Context: an optimization exercise on an open-source flow, tuned for small area. The choices shown serve that exercise and are no tape-out recipe. At most, simulation tests tie the RTL to the original design; equivalence was not proved. The flow treats the clock pin as an ideal source, which a real chip does not have. Power and IR drop assume default switching activity.

==> inputs of run a <==
==> flow/design.v (excerpt) <==
module top_module1(clk_i, rst, h_sync, v_sync, red_o, green_o, blue_o, x_in, y_in, ps2clk, ps2data, ld1);
clock: 20.0 ns
lec_check: 0
cap_margin: 20
core_margin: 2
core_utilization: 40
slew_margin: 20
run.sh (not shown) runs the stock make flow with config.mk's settings and CLKGATE_MAP_FILE= SYNTH_SCRIPT=/design/flow/synth_recipe.tcl, a recipe that flattens the netlist after the stock synthesis.
==> inputs of run b, as changes to run a <==
--- a/flow/design.v
+++ b/flow/design.v
@@ -539,77 +539,77 @@
 reg start, game_on, pause, p1, p2;
 reg seg_v;           
 reg [2:0] seg_s1;    
 reg [2:0] seg_s2;
 wire [8:0] dpc_y = {1'b1, dpy};
 wire xy = x_in & y_in;
 wire [9:0] px = hc;
 wire [9:0] py = vc;
-wire [11:0] cux = rsub({1'b0, pc_x}, {3'b0, upc_x});
-wire [11:0] cuy = rsub({1'b0, pc_y}, {4'b0, upc_y});
-wire [11:0] cdx = rsub({1'b0, pc_x}, {3'b0, dpc_x});
-wire [11:0] cdy = rsub({1'b0, pc_y}, {3'b0, dpc_y});
+wire pc_lo_x = (pc_x[10:9] == 2'b00);
+wire pc_lo_y = (pc_y[10:9] == 2'b00);
+wire [11:0] cux = rsub({3'b0, pc_x[8:0]}, {3'b0, upc_x});
+wire [11:0] cuy = rsub({3'b0, pc_y[8:0]}, {4'b0, upc_y});
+wire [11:0] cdx = rsub({3'b0, pc_x[8:0]}, {3'b0, dpc_x});
+wire [11:0] cdy = rsub({3'b0, pc_y[8:0]}, {3'b0, dpc_y});
+wire cux_n = pc_lo_x && ((cux[9:5] == 5'h00) || (cux[9:5] == 5'h1f));
+wire cuy_n = pc_lo_y && ((cuy[9:6] == 4'h0) || (cuy[9:6] == 4'hf));
+wire cdx_n = pc_lo_x && ((cdx[9:5] == 5'h00) || (cdx[9:5] == 5'h1f));
+wire cdy_n = pc_lo_y && ((cdy[9:6] == 4'h0) || (cdy[9:6] == 4'hf));
 function [7:0] coll;
-    input [11:0] dx;
-    input [11:0] dy;
+    input near;
+    input [5:0] dx;
+    input [6:0] dy;
     reg [6:0] xp, yp;
-    reg near;
     begin
-        near = ((dx[11:5] == 7'h00) || (dx[11:5] == 7'h7f)) &&
-               ((dy[11:6] == 6'h00) || (dy[11:6] == 6'h3f));
-        xp = near ? xpred(dx[5:0]) : 7'd0;
-        yp = ypred(dy[6:0]);
+        xp = near ? xpred(dx) : 7'd0;
+        yp = ypred(dy);
         coll[0] = (xp[0] & yp[0]) | (xp[1] & yp[1]);
         coll[1] = (xp[2] & yp[2]) | (xp[3] & yp[3]);
         coll[2] = (xp[2] & yp[1]) | (xp[3] & yp[0]);
         coll[3] = (xp[0] & yp[3]) | (xp[1] & yp[2]);
         coll[4] = xp[4] & yp[5];
         coll[5] = xp[4] & yp[6];
         coll[6] = yp[4] & xp[5];
         coll[7] = yp[4] & xp[6];
     end
 endfunction
-wire [7:0] cu = coll(cux, cuy);
-wire [7:0] cd = coll(cdx, cdy);
+wire [7:0] cu = coll(cux_n & cuy_n, cux[5:0], cuy[6:0]);
+wire [7:0] cd = coll(cdx_n & cdy_n, cdx[5:0], cdy[6:0]);
 function in_row;
     input [5:0] r;
     input [5:0] dy;      
     reg [5:0] m;
     begin
         m = dy[5] ? ~dy : dy;    
         in_row = dy[5] ? ult(m + 6'd1, r) : ult(m, r);
     end
 endfunction
 wire [10:0] pk_x = xy ? pc_x : 11'd320;
 wire [10:0] pk_y = xy ? pc_y : 11'd240;
 wire [8:0] ux = xy ? upc_x : 9'd320;
 wire [7:0] uy = xy ? upc_y : 8'd100;
 wire [8:0] dx_ = xy ? dpc_x : 9'd320;
 wire [7:0] dyl = xy ? dpy : 8'd124;
-wire [11:0] ppx = rsub({2'b0, px}, {1'b0, pk_x});
-wire [11:0] ppy = rsub({2'b0, py}, {1'b0, pk_y});
-wire ppx_near = ((ppx[11:4] == 8'h00) || (ppx[11:4] == 8'hff)) && !ult(pk_x, 9);
-wire ppy_near = ((ppy[11:4] == 8'h00) || (ppy[11:4] == 8'hff)) && !ult(pk_y, 12);
+wire [11:0] ppx = rsub({2'b0, px}, {2'b0, pk_x[9:0]});
+wire [11:0] ppy = rsub({2'b0, py}, {2'b0, pk_y[9:0]});
+wire ppx_near = !pk_x[10] && ((ppx[10:4] == 7'h00) || (ppx[10:4] == 7'h7f)) && !ult(pk_x, 9);
+wire ppy_near = !pk_y[10] && ((ppy[10:4] == 7'h00) || (ppy[10:4] == 7'h7f)) && !ult(pk_y, 12);
 wire [4:0] ppx_a = ppx[4] ? 5'd0 - ppx[4:0] : ppx[4:0];
 wire puck_on = ppx_near && ppy_near && ult(ppx_a, puck_w(ppy[4:0]));
-wire [11:0] upx_f = rsub({2'b0, px}, {3'b0, ux});
-wire [10:0] upx = upx_f[10:0];
-wire [11:0] upy_f = rsub({2'b0, py}, {4'b0, uy});
-wire [9:0] upy = upy_f[9:0];
-wire upx_near = (upx[10:4] == 7'h00) || (upx[10:4] == 7'h7f);
-wire upy_near = (upy[9:5] == 5'h00) || (upy[9:5] == 5'h1f);
+wire [11:0] upx = rsub({3'b0, px[8:0]}, {3'b0, ux});
+wire [11:0] upy = rsub({4'b0, py[7:0]}, {4'b0, uy});
+wire upx_near = !px[9] && ((upx[9:4] == 6'h00) || (upx[9:4] == 6'h3f));
+wire upy_near = (py[9:8] == 2'b00) && ((upy[8:5] == 4'h0) || (upy[8:5] == 4'hf));
 wire [4:0] upx_a = upx[4] ? 5'd0 - upx[4:0] : upx[4:0];
 wire up_on = upx_near && upy_near && ult(upx_a, pad_w(upy[5:0]));
-wire [11:0] dpx_f = rsub({2'b0, px}, {3'b0, dx_});
-wire [10:0] dpx = dpx_f[10:0];
-wire [11:0] dpy_f = rsub({2'b0, py}, {3'b001, dyl});
-wire [9:0] dpy_d = dpy_f[9:0];
-wire dpx_near = (dpx[10:4] == 7'h00) || (dpx[10:4] == 7'h7f);
-wire dpy_near = (dpy_d[9:5] == 5'h00) || (dpy_d[9:5] == 5'h1f);
+wire [11:0] dpx = rsub({3'b0, px[8:0]}, {3'b0, dx_});
+wire [11:0] dpy_d = rsub({3'b0, py[8:0]}, {3'b001, dyl});
+wire dpx_near = !px[9] && ((dpx[9:4] == 6'h00) || (dpx[9:4] == 6'h3f));
+wire dpy_near = !py[9] && ((dpy_d[9:5] == 5'h00) || (dpy_d[9:5] == 5'h1f));
 wire [4:0] dpx_a = dpx[4] ? 5'd0 - dpx[4:0] : dpx[4:0];
 wire dn_on = dpx_near && dpy_near && ult(dpx_a, pad_w(dpy_d[5:0]));
 wire [11:0] px320 = {2'b0, px} - 12'd320;
 wire arc_rb = !ult(py, 407) && ult(py, 454);
 wire arc_rt = !ult(py, 27) && ult(py, 74);
 wire [5:0] arc_dy = arc_rb ? py[5:0] - 6'd46 : py[5:0] - 6'd50;
 wire [4:0] arc_ax = px[5] ? 5'd0 - px[4:0] : px[4:0];     
 wire arc_on = (arc_rb | arc_rt) && !ult(px, 303) && ult(px, 338) && ult(arc_ax, arc_w(arc_dy));
==> flow/flow/run.sh (new file) <==
#!/bin/bash
# Own layout flow: the standard flow (standard.sh) unchanged, except that
# the synthesis maps the combinational logic with an area-oriented ABC script
# (flow/area.abc) instead of ORFS's delay-oriented one. Registers, their
# names and cells are those of the standard synthesis (ABC maps only the
# logic between them).
set -euo pipefail
W=$(pwd)
export OWN_ABC_SCRIPT="$W/flow/area.abc"
# The standard flow's synthesis script, with every abc call given the script above
{
  echo 'proc abc {args} {'
  echo '  set i [lsearch -exact $args -script]'
  echo '  if {$i >= 0} { lset args [expr {$i + 1}] $::env(OWN_ABC_SCRIPT) }'
  echo '  yosys abc {*}$args'
  echo '}'
  cat "$W/synth_recipe.tcl"
} > "$W/own_synth.tcl"
sed -E "s#SYNTH_SCRIPT=[^ ]*synth_recipe\.tcl'?#SYNTH_SCRIPT=$W/own_synth.tcl#" "$W/standard.sh" > "$W/own_standard.sh"
grep -q "SYNTH_SCRIPT=$W/own_synth.tcl" "$W/own_standard.sh"
bash "$W/own_standard.sh" > "$W/own_flow.log" 2>&1
cp "$W"/orfs/logs/*/top_module1/base/1_2_yosys.log "$W/yosys.log" 2>/dev/null || true
==> flow/flow/area.abc (new file) <==
strash
balance -l
resub -K 6 -l
rewrite -l
resub -K 6 -N 2 -l
refactor -l
resub -K 8 -l
balance -l
resub -K 8 -N 2 -l
rewrite -l
resub -K 10 -l
rewrite -z -l
resub -K 10 -N 2 -l
balance -l
resub -K 12 -l
refactor -z -l
resub -K 12 -N 2 -l
rewrite -z -l
balance -l
&get -n
&deepsyn -T 60
&put
balance -l
resub -K 6 -l
rewrite -l
resub -K 6 -N 2 -l
refactor -l
resub -K 8 -l
balance -l
resub -K 8 -N 2 -l
rewrite -l
resub -K 10 -l
rewrite -z -l
resub -K 10 -N 2 -l
balance -l
resub -K 12 -l
refactor -z -l
resub -K 12 -N 2 -l
rewrite -z -l
balance -l
dch -f
amap
topo
==> flow/standard.sh (new file) <==
#!/bin/bash
# synth_recipe.tcl (not shown) runs the flow's synth.tcl, then flattens the netlist and writes it again
# the make line also repeats each setting of config.mk as NAME=value (left out here)
make -C /OpenROAD-flow-scripts/flow DESIGN_CONFIG=/design/flow/config.mk WORK_HOME=/design/flow/orfs CLKGATE_MAP_FILE= SYNTH_SCRIPT=/design/flow/synth_recipe.tcl "${@:-finish}"
removed: flow/run.sh
==> notes.md <==
                                                                                                      run b                    run a
Leakage                                                                                            5.106 nW                 6.534 nW
Synth cell types                                                                                         53                       89
Multi-input gate share of the layout cell area                                                       0.5900                   0.6491
P_clk                                                                                              0.329 mW                 0.347 mW
Sequential power                                                                                   0.358 mW                 0.359 mW
Mean number of vias per cell                                                                          5.770                    5.825
Met3 wire length                                                                                   2.337 mm                 3.408 mm
Final weighted congestion of routability-driven global placement                                     0.9155                   0.9603
Clock input transition at the sequential cells of the worst setup and hold paths                    0.08 ns                  0.07 ns
Number of multi-input combinational cells                                                              1279                     1494
Worst slew pin tran                                                                               0.9418 ns                 1.126 ns
Clock buf count                                                                                          19                       21
Count of inserted tapcells                                                                              455                      518
Net Switching                                                                                     0.1934 mW                0.1891 mW
Outcome                                                                                      finished clean           finished clean
Top fanout value on the critical path                                                                    43                       11
Clk Latency, worst-skew pair                                                                        0.45 ns                  0.47 ns
GR Util met2                                                                                         0.3748                   0.3810
Area share of fa/ha/maj cells after synthesis                                                        0.2338                   0.2180
Most frequent cell after synthesis                                                sky130_fd_sc_hd__clkinv_1  sky130_fd_sc_hd__nor2_1
Post-Route Utilization                                                                               0.4421                   0.4379
Only the layout flow was run in run b; the RTL was not checked for function there.

---

==> 03-18 <==
top_module1, a different RTL version from the one above (not shown whole).
==> flow/design.v (excerpt) <==
module top_module1(clk_i, rst, h_sync, v_sync, red_o, green_o, blue_o, x_in, y_in, ps2clk, ps2data, ld1);
export LEC_CHECK = 0
export CAP_MARGIN = 20
export CORE_MARGIN = 2
export CORE_UTILIZATION = 65
export SLEW_MARGIN = 20
create_clock -name core_clock -period 20.0 [get_ports {clk_i}]
standard.sh (not shown) runs the stock make flow with config.mk's settings and CLKGATE_MAP_FILE= SYNTH_SCRIPT=/design/flow/synth_recipe.tcl, a recipe that flattens the netlist after the stock synthesis.
==> flow/flow/run.sh <==
#!/bin/bash
# Own layout flow: the standard flow (standard.sh) unchanged, except that
# the synthesis maps the combinational logic with an area-oriented ABC script
# (flow/area.abc) instead of ORFS's delay-oriented one, and the port buffers
# are the smallest buffer cell. Registers, their names and cells are those of
# the standard synthesis (ABC maps only the logic between them).
set -euo pipefail
W=$(pwd)
export OWN_ABC_SCRIPT="$W/flow/area.abc"
# The standard flow's synthesis script, with every abc call given the script above
{
  echo 'proc abc {args} {'
  echo '  set i [lsearch -exact $args -script]'
  echo '  if {$i >= 0} { lset args [expr {$i + 1}] $::env(OWN_ABC_SCRIPT) }'
  echo '  yosys abc {*}$args'
  echo '}'
  cat "$W/synth_recipe.tcl"
} > "$W/own_synth.tcl"
sed -E -e "s#SYNTH_SCRIPT=[^ ]*synth_recipe\.tcl'?#SYNTH_SCRIPT=$W/own_synth.tcl#" \
  -e "s#CLKGATE_MAP_FILE= #CLKGATE_MAP_FILE= 'BUFFER_PORTS_ARGS=-buffer_cell sky130_fd_sc_hd__buf_1' 'CTS_ARGS=-sink_clustering_enable -repair_clock_nets -dont_use_dummy_load -root_buf sky130_fd_sc_hd__clkbuf_16 -buf_list sky130_fd_sc_hd__clkbuf_8' #" \
  "$W/standard.sh" > "$W/own_standard.sh"
grep -q "SYNTH_SCRIPT=$W/own_synth.tcl" "$W/own_standard.sh"
grep -q "BUFFER_PORTS_ARGS" "$W/own_standard.sh"
bash "$W/own_standard.sh" > "$W/own_flow.log" 2>&1
cp "$W"/orfs/logs/*/top_module1/base/1_2_yosys.log "$W/yosys.log" 2>/dev/null || true
==> flow/flow/area.abc <==
strash
balance -l
resub -K 6 -l
rewrite -l
resub -K 6 -N 2 -l
refactor -l
resub -K 8 -l
balance -l
resub -K 8 -N 2 -l
rewrite -l
resub -K 10 -l
rewrite -z -l
resub -K 10 -N 2 -l
balance -l
resub -K 12 -l
refactor -z -l
resub -K 12 -N 2 -l
rewrite -z -l
balance -l
&get -n
&deepsyn -T 60
&put
balance -l
resub -K 6 -l
rewrite -l
resub -K 6 -N 2 -l
refactor -l
resub -K 8 -l
balance -l
resub -K 8 -N 2 -l
rewrite -l
resub -K 10 -l
rewrite -z -l
resub -K 10 -N 2 -l
balance -l
resub -K 12 -l
refactor -z -l
resub -K 12 -N 2 -l
rewrite -z -l
balance -l
dch -f
amap
topo
==> 07-20: changes against 03-18 <==
==> flow/flow/run.sh (replaced) <==
#!/bin/bash
# Own layout flow: the standard flow (standard.sh), with three changes:
# the synthesis maps the combinational logic with an area-oriented ABC script
# (flow/area.abc) instead of ORFS's delay-oriented one; the port buffers are
# the smallest buffer cell; and clock tree synthesis inserts no dummy loads
# and uses smaller clock buffers. Registers, their names and cells are those
# of the standard synthesis (ABC maps only the logic between them).
set -euo pipefail
W=$(pwd)
export OWN_ABC_SCRIPT="$W/flow/area.abc"
export BUFFER_PORTS_ARGS="-buffer_cell sky130_fd_sc_hd__buf_1"
export CTS_ARGS="-sink_clustering_enable -repair_clock_nets -dont_use_dummy_load -root_buf sky130_fd_sc_hd__clkbuf_16 -buf_list {sky130_fd_sc_hd__clkbuf_8 sky130_fd_sc_hd__clkbuf_16}"
# The standard flow's synthesis script, with every abc call given the script above
{
  echo 'proc abc {args} {'
  echo '  set i [lsearch -exact $args -script]'
  echo '  if {$i >= 0} { lset args [expr {$i + 1}] $::env(OWN_ABC_SCRIPT) }'
  echo '  yosys abc {*}$args'
  echo '}'
  cat "$W/synth_recipe.tcl"
} > "$W/own_synth.tcl"
sed -E "s#SYNTH_SCRIPT=[^ ]*synth_recipe\.tcl'?#SYNTH_SCRIPT=$W/own_synth.tcl#" "$W/standard.sh" > "$W/own_standard.sh"
grep -q "SYNTH_SCRIPT=$W/own_synth.tcl" "$W/own_standard.sh"
bash "$W/own_standard.sh" > "$W/own_flow.log" 2>&1
cp "$W"/orfs/logs/*/top_module1/base/1_2_yosys.log "$W/yosys.log" 2>/dev/null || true
cp "$W"/orfs/logs/*/top_module1/base/4_1_cts.log "$W/cts.log" 2>/dev/null || true
==> 06-25: changes against 03-18 <==
--- a/flow/design.v
+++ b/flow/design.v
@@ -434,25 +434,26 @@
 reg [9:0] vc;    
 reg trig;
 wire h_end = hc[9] & hc[8] & hc[5];         
 wire v_end = vc[9] & vc[3] & vc[2];         
 always @(posedge clk_i)
     if (rst) ph <= 3'd0;
     else ph <= ph + 3'd1;
 always @(posedge clk_i)
-    if (rst || (ce && h_end)) hc <= 10'd0;
-    else hc <= hc + {9'd0, ce};
-always @(posedge clk_i)
-    if (rst) trig <= 1'b0;
-    else if (ce) trig <= h_end;
-wire vinc = ce & trig;
+    if (rst) begin
+        hc <= 10'd0;
+        trig <= 1'b0;
+    end else if (ce) begin
+        hc <= h_end ? 10'd0 : hc + 10'd1;
+        trig <= h_end;
+    end
 always @(posedge clk_i)
-    if (rst || (vinc && v_end)) vc <= 10'd0;
-    else vc <= vc + {9'd0, vinc};
+    if (rst) vc <= 10'd0;
+    else if (ce && trig) vc <= v_end ? 10'd0 : vc + 10'd1;
 assign h_sync = ult(hc, 656) || !ult(hc, 752);
 assign v_sync = ult(vc, 490) || !ult(vc, 492);
 reg read;
 reg [11:0] count_reading;
 reg prev_clk;
 reg scan_err;
 reg [10:0] scan_code;
 reg trig_arr;
@@ -471,48 +472,48 @@
         8'h1C: key_of = 4'b1010;
         8'h23: key_of = 4'b1011;
         8'h5A: key_of = 4'b1100;
         8'h29: key_of = 4'b1101;
         default: key_of = 4'b0000;
     endcase
 endfunction
 always @(posedge clk_i)
-    if (ce && !read) count_reading <= 12'd0;
-    else count_reading <= count_reading + {11'd0, ce};
+    if (ce) count_reading <= read ? count_reading + 12'd1 : 12'd0;
 always @(posedge clk_i)
     if (ce && ps2clk != prev_clk && !ps2clk) scan_code <= {ps2data, scan_code[10:1]};
 always @(posedge clk_i)
     if (ce) begin
         if (ps2clk != prev_clk) begin
             if (!ps2clk) scan_err <= 1'b0;
         end else if (kcount == 4'd11)
             scan_err <= !scan_code[10] || scan_code[0] || !(^scan_code[9:1]);
     end
-wire ps_edge = ps2clk != prev_clk;
-wire ps_fall = ce & ps_edge & !ps2clk;
-wire ps_chk = ce & !ps_edge & (kcount == 4'd11);
-wire ps_tmo = ce & !ps_edge & ult(kcount, 11) && !ult(count_reading, 4000);
-always @(posedge clk_i)
-    if (rst || ps_chk || ps_tmo) kcount <= 4'd0;
-    else kcount <= kcount + {3'd0, ps_fall};
 always @(posedge clk_i)
     if (rst) begin
         read <= 1'b0;
+        kcount <= 4'd0;
         trig_arr <= 1'b0;
         prev_clk <= 1'b1;
     end else if (ce) begin
-        if (ps_edge) begin
-            if (!ps2clk) read <= 1'b1;
+        if (ps2clk != prev_clk) begin
+            if (!ps2clk) begin
+                read <= 1'b1;
+                kcount <= kcount + 4'd1;
+            end
         end else if (kcount == 4'd11) begin
+            kcount <= 4'd0;
             read <= 1'b0;
             trig_arr <= 1'b1;
         end else begin
             trig_arr <= 1'b0;
-            if (ps_tmo) read <= 1'b0;
+            if (ult(kcount, 11) && !ult(count_reading, 4000)) begin
+                kcount <= 4'd0;
+                read <= 1'b0;
+            end
         end
         prev_clk <= ps2clk;
     end
 always @(posedge clk_i)
     if (rst) begin
         code_id <= 4'd0;
         key_id <= 4'd0;
     end else if (ce) begin
@@ -522,17 +523,19 @@
 wire k_dn_pad = (key_id[3:2] == 2'b01);
 wire k_up_pad = (key_id[3:2] == 2'b10);
 wire k_up    = (key_id == 4'b0100);
 wire enter   = (key_id == 4'b1100);
 wire space   = (key_id == 4'b1101);
 assign ld1 = k_up;
 reg [2:0] score_1;
 reg [2:0] score_2;
-reg [23:0] cm;
+reg [4:0] cml;
+reg [18:0] cmh;
+wire cmh_fb = cmh[18] ^ cmh[5] ^ cmh[1] ^ cmh[0] ^ (cmh[17:0] == 18'd0);
 reg w1, v1, x_mov, y_mov;
 reg [10:0] pc_x;
 reg [10:0] pc_y;
 reg [8:0] upc_x;     
 reg [7:0] upc_y;     
 reg [8:0] dpc_x;     
 reg [7:0] dpy;       
 reg start, game_on, pause, p1, p2;
@@ -610,17 +613,17 @@
 wire arc_rb = !ult(py, 407) && ult(py, 454);
 wire arc_rt = !ult(py, 27) && ult(py, 74);
 wire [5:0] arc_dy = arc_rb ? py[5:0] - 6'd46 : py[5:0] - 6'd50;
 wire [4:0] arc_ax = px[5] ? 5'd0 - px[4:0] : px[4:0];     
 wire arc_on = (arc_rb | arc_rt) && !ult(px, 303) && ult(px, 338) && ult(arc_ax, arc_w(arc_dy));
 wire side = ult(px, 161) || !ult(px, 480) || ult(py, 21) || !ult(py, 460);
 wire sg = start & game_on;
 wire s7 = (score_1 == 3'd7) || (score_2 == 3'd7);
-wire step = sg & gtick & ~space & ~pause & ((|cm[23:5]) | (&cm[4:0]));
+wire step = sg & gtick & ~space & ~pause & ((|cmh) | (&cml));
 wire move = step & x_mov & y_mov;
 wire gx = ult(pc_x, 342) && (!ult(pc_x, 299) || ult(pc_x, 9));
 wire goal_b = move && (pc_y == 11'd448) && gx;
 wire goal_t = move && (pc_y == 11'd32) && gx && !goal_b;
 wire init_puck = !xy && !side && puck_on;
 wire init_up = !xy && up_on;
 wire init_dn = !xy && dn_on;
 wire cg = sg & gtick;    
@@ -696,16 +699,20 @@
 wire dpc_x_mv = mv & k_dn_pad & khor & (kdir ? ult(dpc_x, 465) : ult(175, dpc_x));
 wire dpy_mv = mv & k_dn_pad & ~khor & (kdir ? ult(dpy, 184) : ult(4, dpy));
 always @(posedge clk_i)
     if (rst) begin
         p1 <= 1'b0;
         p2 <= 1'b0;
         game_on <= 1'b0;
         pause <= 1'b0;
+        score_1 <= 3'd0;
+        score_2 <= 3'd0;
+        cml <= 5'd0;
+        cmh <= 19'd0;
         w1 <= 1'b0;
         v1 <= 1'b0;
         pc_x <= 11'd320;
         pc_y <= 11'd240;
         upc_x <= 9'd320;
         upc_y <= 8'd100;
         dpc_x <= 9'd320;
         dpy <= 8'd124;
@@ -723,16 +730,30 @@
             if (s7) begin
                 game_on <= 1'b0;
                 if (score_1 == 3'd7) p1 <= 1'b1;
                 else p2 <= 1'b1;
             end
             if (space) pause <= ~pause;
             seg_v <= 1'b1;
         end
+        if (step) begin
+            cml <= 5'd0;
+            cmh <= 19'd0;
+        end else if (cg) begin
+            cml <= cml + 5'd1;
+            if (&cml) cmh <= {cmh[17:0], cmh_fb};
+        end
+        if ((enter && ~game_on) || (!xy && !side)) begin
+            score_1 <= 3'd0;
+            score_2 <= 3'd0;
+        end else begin
+            if (goal_b) score_2 <= score_2 + 3'd1;
+            if (goal_t) score_1 <= score_1 + 3'd1;
+        end
         w1 <= nw1;
         v1 <= nv1;
         x_mov <= nxm;
         y_mov <= nym;
         pc_x <= xc ? 11'd320 : pc_x_add;
         pc_y <= yc ? ycv : pc_y_add;
         if (pad_rst || init_up) begin
             upc_x <= 9'd320;
@@ -744,28 +765,16 @@
         if (pad_rst || init_dn) begin
             dpc_x <= 9'd320;
             dpy <= 8'd124;
         end else begin
             if (dpc_x_mv) dpc_x <= pad_nxt;
             if (dpy_mv) dpy <= pad_nxt[7:0];
         end
     end
-always @(posedge clk_i)
-    if (rst || step) cm <= 24'd0;
-    else cm <= cm + {23'd0, cg};
-wire score_clr = rst || (enter && ~game_on) || (!xy && !side);
-always @(posedge clk_i)
-    if (score_clr) begin
-        score_1 <= 3'd0;
-        score_2 <= 3'd0;
-    end else begin
-        score_1 <= score_1 + {2'd0, goal_t};
-        score_2 <= score_2 + {2'd0, goal_b};
-    end
 function [6:0] segs;
     input [2:0] s;
     case (s)
         3'd0: segs = 7'b1110111;
         3'd1: segs = 7'b0100100;
         3'd2: segs = 7'b1011101;
         3'd3: segs = 7'b1101101;
         3'd4: segs = 7'b0101110;
==> flow/flow/run.sh (replaced) <==
#!/bin/bash
# Own layout flow: the standard flow (standard.sh) unchanged, except that
# the synthesis maps the combinational logic with an area-oriented ABC script
# (flow/area.abc) instead of ORFS's delay-oriented one. Registers, their
# names and cells are those of the standard synthesis (ABC maps only the
# logic between them).
set -euo pipefail
W=$(pwd)
export OWN_ABC_SCRIPT="$W/flow/area.abc"
# The standard flow's synthesis script, with every abc call given the script above
{
  echo 'proc abc {args} {'
  echo '  set i [lsearch -exact $args -script]'
  echo '  if {$i >= 0} { lset args [expr {$i + 1}] $::env(OWN_ABC_SCRIPT) }'
  echo '  yosys abc {*}$args'
  echo '}'
  cat "$W/synth_recipe.tcl"
} > "$W/own_synth.tcl"
sed -E "s#SYNTH_SCRIPT=[^ ]*synth_recipe\.tcl'?#SYNTH_SCRIPT=$W/own_synth.tcl#" "$W/standard.sh" > "$W/own_standard.sh"
grep -q "SYNTH_SCRIPT=$W/own_synth.tcl" "$W/own_standard.sh"
bash "$W/own_standard.sh" > "$W/own_flow.log" 2>&1
cp "$W"/orfs/logs/*/top_module1/base/1_2_yosys.log "$W/yosys.log" 2>/dev/null || true
==> flow/config.mk (replaced) <==
export PLATFORM = sky130hd
export DESIGN_NAME = top_module1
export DESIGN_NICKNAME = top_module1
export VERILOG_FILES = /design/flow/design.v
export SDC_FILE = /design/flow/constraint.sdc
export NUM_CORES = 4
export LEC_CHECK = 0
export CAP_MARGIN = 20
export CORE_MARGIN = 2
export CORE_UTILIZATION = 60
export CTS_BUF_LIST = sky130_fd_sc_hd__clkbuf_2 sky130_fd_sc_hd__clkbuf_4 sky130_fd_sc_hd__clkbuf_8
export SLEW_MARGIN = 20
==> 05-02: changes against 03-18 <==
==> flow/flow/run.sh (replaced) <==
#!/bin/bash
# Own layout flow: the standard flow (standard.sh), with three changes:
# the synthesis maps the combinational logic with an area-oriented ABC script
# (flow/area.abc) instead of ORFS's delay-oriented one; the port buffers are
# the smallest buffer cell; and clock tree synthesis inserts no dummy loads
# and uses smaller clock buffers. Registers, their names and cells are those
# of the standard synthesis (ABC maps only the logic between them).
set -euo pipefail
W=$(pwd)
export OWN_ABC_SCRIPT="$W/flow/area.abc"
export BUFFER_PORTS_ARGS="-buffer_cell sky130_fd_sc_hd__buf_1"
export CTS_ARGS="-sink_clustering_enable -repair_clock_nets -dont_use_dummy_load -buf_list sky130_fd_sc_hd__clkbuf_16"
# The standard flow's synthesis script, with every abc call given the script above
{
  echo 'proc abc {args} {'
  echo '  set i [lsearch -exact $args -script]'
  echo '  if {$i >= 0} { lset args [expr {$i + 1}] $::env(OWN_ABC_SCRIPT) }'
  echo '  yosys abc {*}$args'
  echo '}'
  cat "$W/synth_recipe.tcl"
} > "$W/own_synth.tcl"
sed -E "s#SYNTH_SCRIPT=[^ ]*synth_recipe\.tcl'?#SYNTH_SCRIPT=$W/own_synth.tcl#" "$W/standard.sh" > "$W/own_standard.sh"
grep -q "SYNTH_SCRIPT=$W/own_synth.tcl" "$W/own_standard.sh"
bash "$W/own_standard.sh" > "$W/own_flow.log" 2>&1
cp "$W"/orfs/logs/*/top_module1/base/1_2_yosys.log "$W/yosys.log" 2>/dev/null || true
cp "$W"/orfs/logs/*/top_module1/base/4_1_cts.log "$W/cts.log" 2>/dev/null || true
==> comparison table <==
Outcome: 06-25 timing/DRC/antenna clean; 05-02 timing/DRC/antenna clean; 07-20 timing/DRC/antenna clean; 03-18 timing/DRC/antenna clean
Count of cells along the worst register-to-register path: 06-25 33; 05-02 36; 07-20 36; 03-18 36
Start point of the worst min-delay path: 06-25 cml[3]; 05-02 ph[0]; 07-20 ph[0]; 03-18 ph[0]
Total area of multi-input combinational cells: 06-25 0.008892 mm²; 05-02 0.008917 mm²; 07-20 0.008917 mm²; 03-18 0.008917 mm²
Slack of the worst reg-to-reg path: 06-25 9.80 ns; 05-02 9.27 ns; 07-20 9.27 ns; 03-18 9.26 ns
Switching Share: 06-25 0.2958; 05-02 0.2275; 07-20 0.2275; 03-18 0.2414
Total power density per cell area: 06-25 44.40 mW/mm²; 05-02 45.66 mW/mm²; 07-20 45.66 mW/mm²; 03-18 40.85 mW/mm²
Power share of the sequential group: 06-25 0.544; 05-02 0.538; 07-20 0.538; 03-18 0.608
Area fraction of clock buffers and clock inverters: 06-25 0.03038; 05-02 0.02954; 07-20 0.02954; 03-18 0.01724
Commonest non-fill, non-tap cell in the layout: 06-25 clkinv_1; 05-02 nor2_1; 07-20 nor2_1; 03-18 nor2_1
Part of the Yosys area used for sequential elements: 06-25 0.2694; 05-02 0.2650; 07-20 0.2650; 03-18 0.2650
Final hold slack: 06-25 0.4616 ns; 05-02 0.4591 ns; 07-20 0.4591 ns; 03-18 0.4636 ns
Highest net fanout along the worst path: 06-25 9; 05-02 8; 07-20 8; 03-18 8
Syn avg cell area: 06-25 7.967 µm²; 05-02 7.846 µm²; 07-20 7.846 µm²; 03-18 7.846 µm²
Met3 routed wirelength: 06-25 4021 µm; 05-02 3772 µm; 07-20 3772 µm; 03-18 3574 µm
Maximum cell stage delay along the critical path: 06-25 0.56 ns; 05-02 0.55 ns; 07-20 0.55 ns; 03-18 0.56 ns
Synthesis-to-layout area growth: 06-25 7.268%; 05-02 5.926%; 07-20 5.926%; 03-18 4.601%
Horizontal die dimension: 06-25 155.8 µm; 05-02 148.6 µm; 07-20 148.6 µm; 03-18 148.6 µm
Total power: 06-25 658.4 µW; 05-02 657.6 µW; 07-20 657.6 µW; 03-18 581.0 µW
Number of enable-type register cells in the synthesized netlist: 06-25 30; 05-02 18; 07-20 18; 03-18 18
Vias per cell: 06-25 6.322; 05-02 6.300; 07-20 6.300; 03-18 6.304
Function not checked in 06-25: the RTL went through the layout flow alone.

## port drivers added, routing unchanged
No port has a modelled driver above. Below, the same layouts with a new extraction and two added sets of constraints. Step 1 (the two cells are an assumption about what drives the block):
set clk [get_ports {clk_i}]
set_driving_cell -lib_cell sky130_fd_sc_hd__clkbuf_16 $clk
set_driving_cell -lib_cell sky130_fd_sc_hd__buf_2 [delete_from_list [all_inputs] $clk]
Step 2 times the ports against the registers' clock, not the clock port: input delays grow and output delays shrink by t, the midpoint of the rising clock arrivals with the driver on. a / b / c = no drivers / after step 1 / after step 2; a / b = the first two.
run	t (ns)	slack for setup (ns)	worst setup path at the end	clock arrival spread, ns	worst slew at a driven data input, ns
run a	0.518	9.779 / 9.788 / 9.270	input to register	0.014 / 0.015	0.05
run b	0.495	9.438 / 9.467 / 8.972	input to register	0.020 / 0.020	0.03
03-18	0.435	9.256 / 9.256 / 9.256	register to register	0.054 / 0.054	0.03
07-20	0.480	9.269 / 9.269 / 9.269	register to register	0.038 / 0.037	0.03
06-25	0.518	9.803 / 9.803 / 9.380	input to register	0.025 / 0.025	0.04
05-02	0.480	9.269 / 9.269 / 9.269	register to register	0.038 / 0.037	0.03
After both steps setup and hold are still met in every run listed. For run a, which loses most, drivers alone change the setup slack by +0.009 ns; drivers and shift together by -0.509 ns.
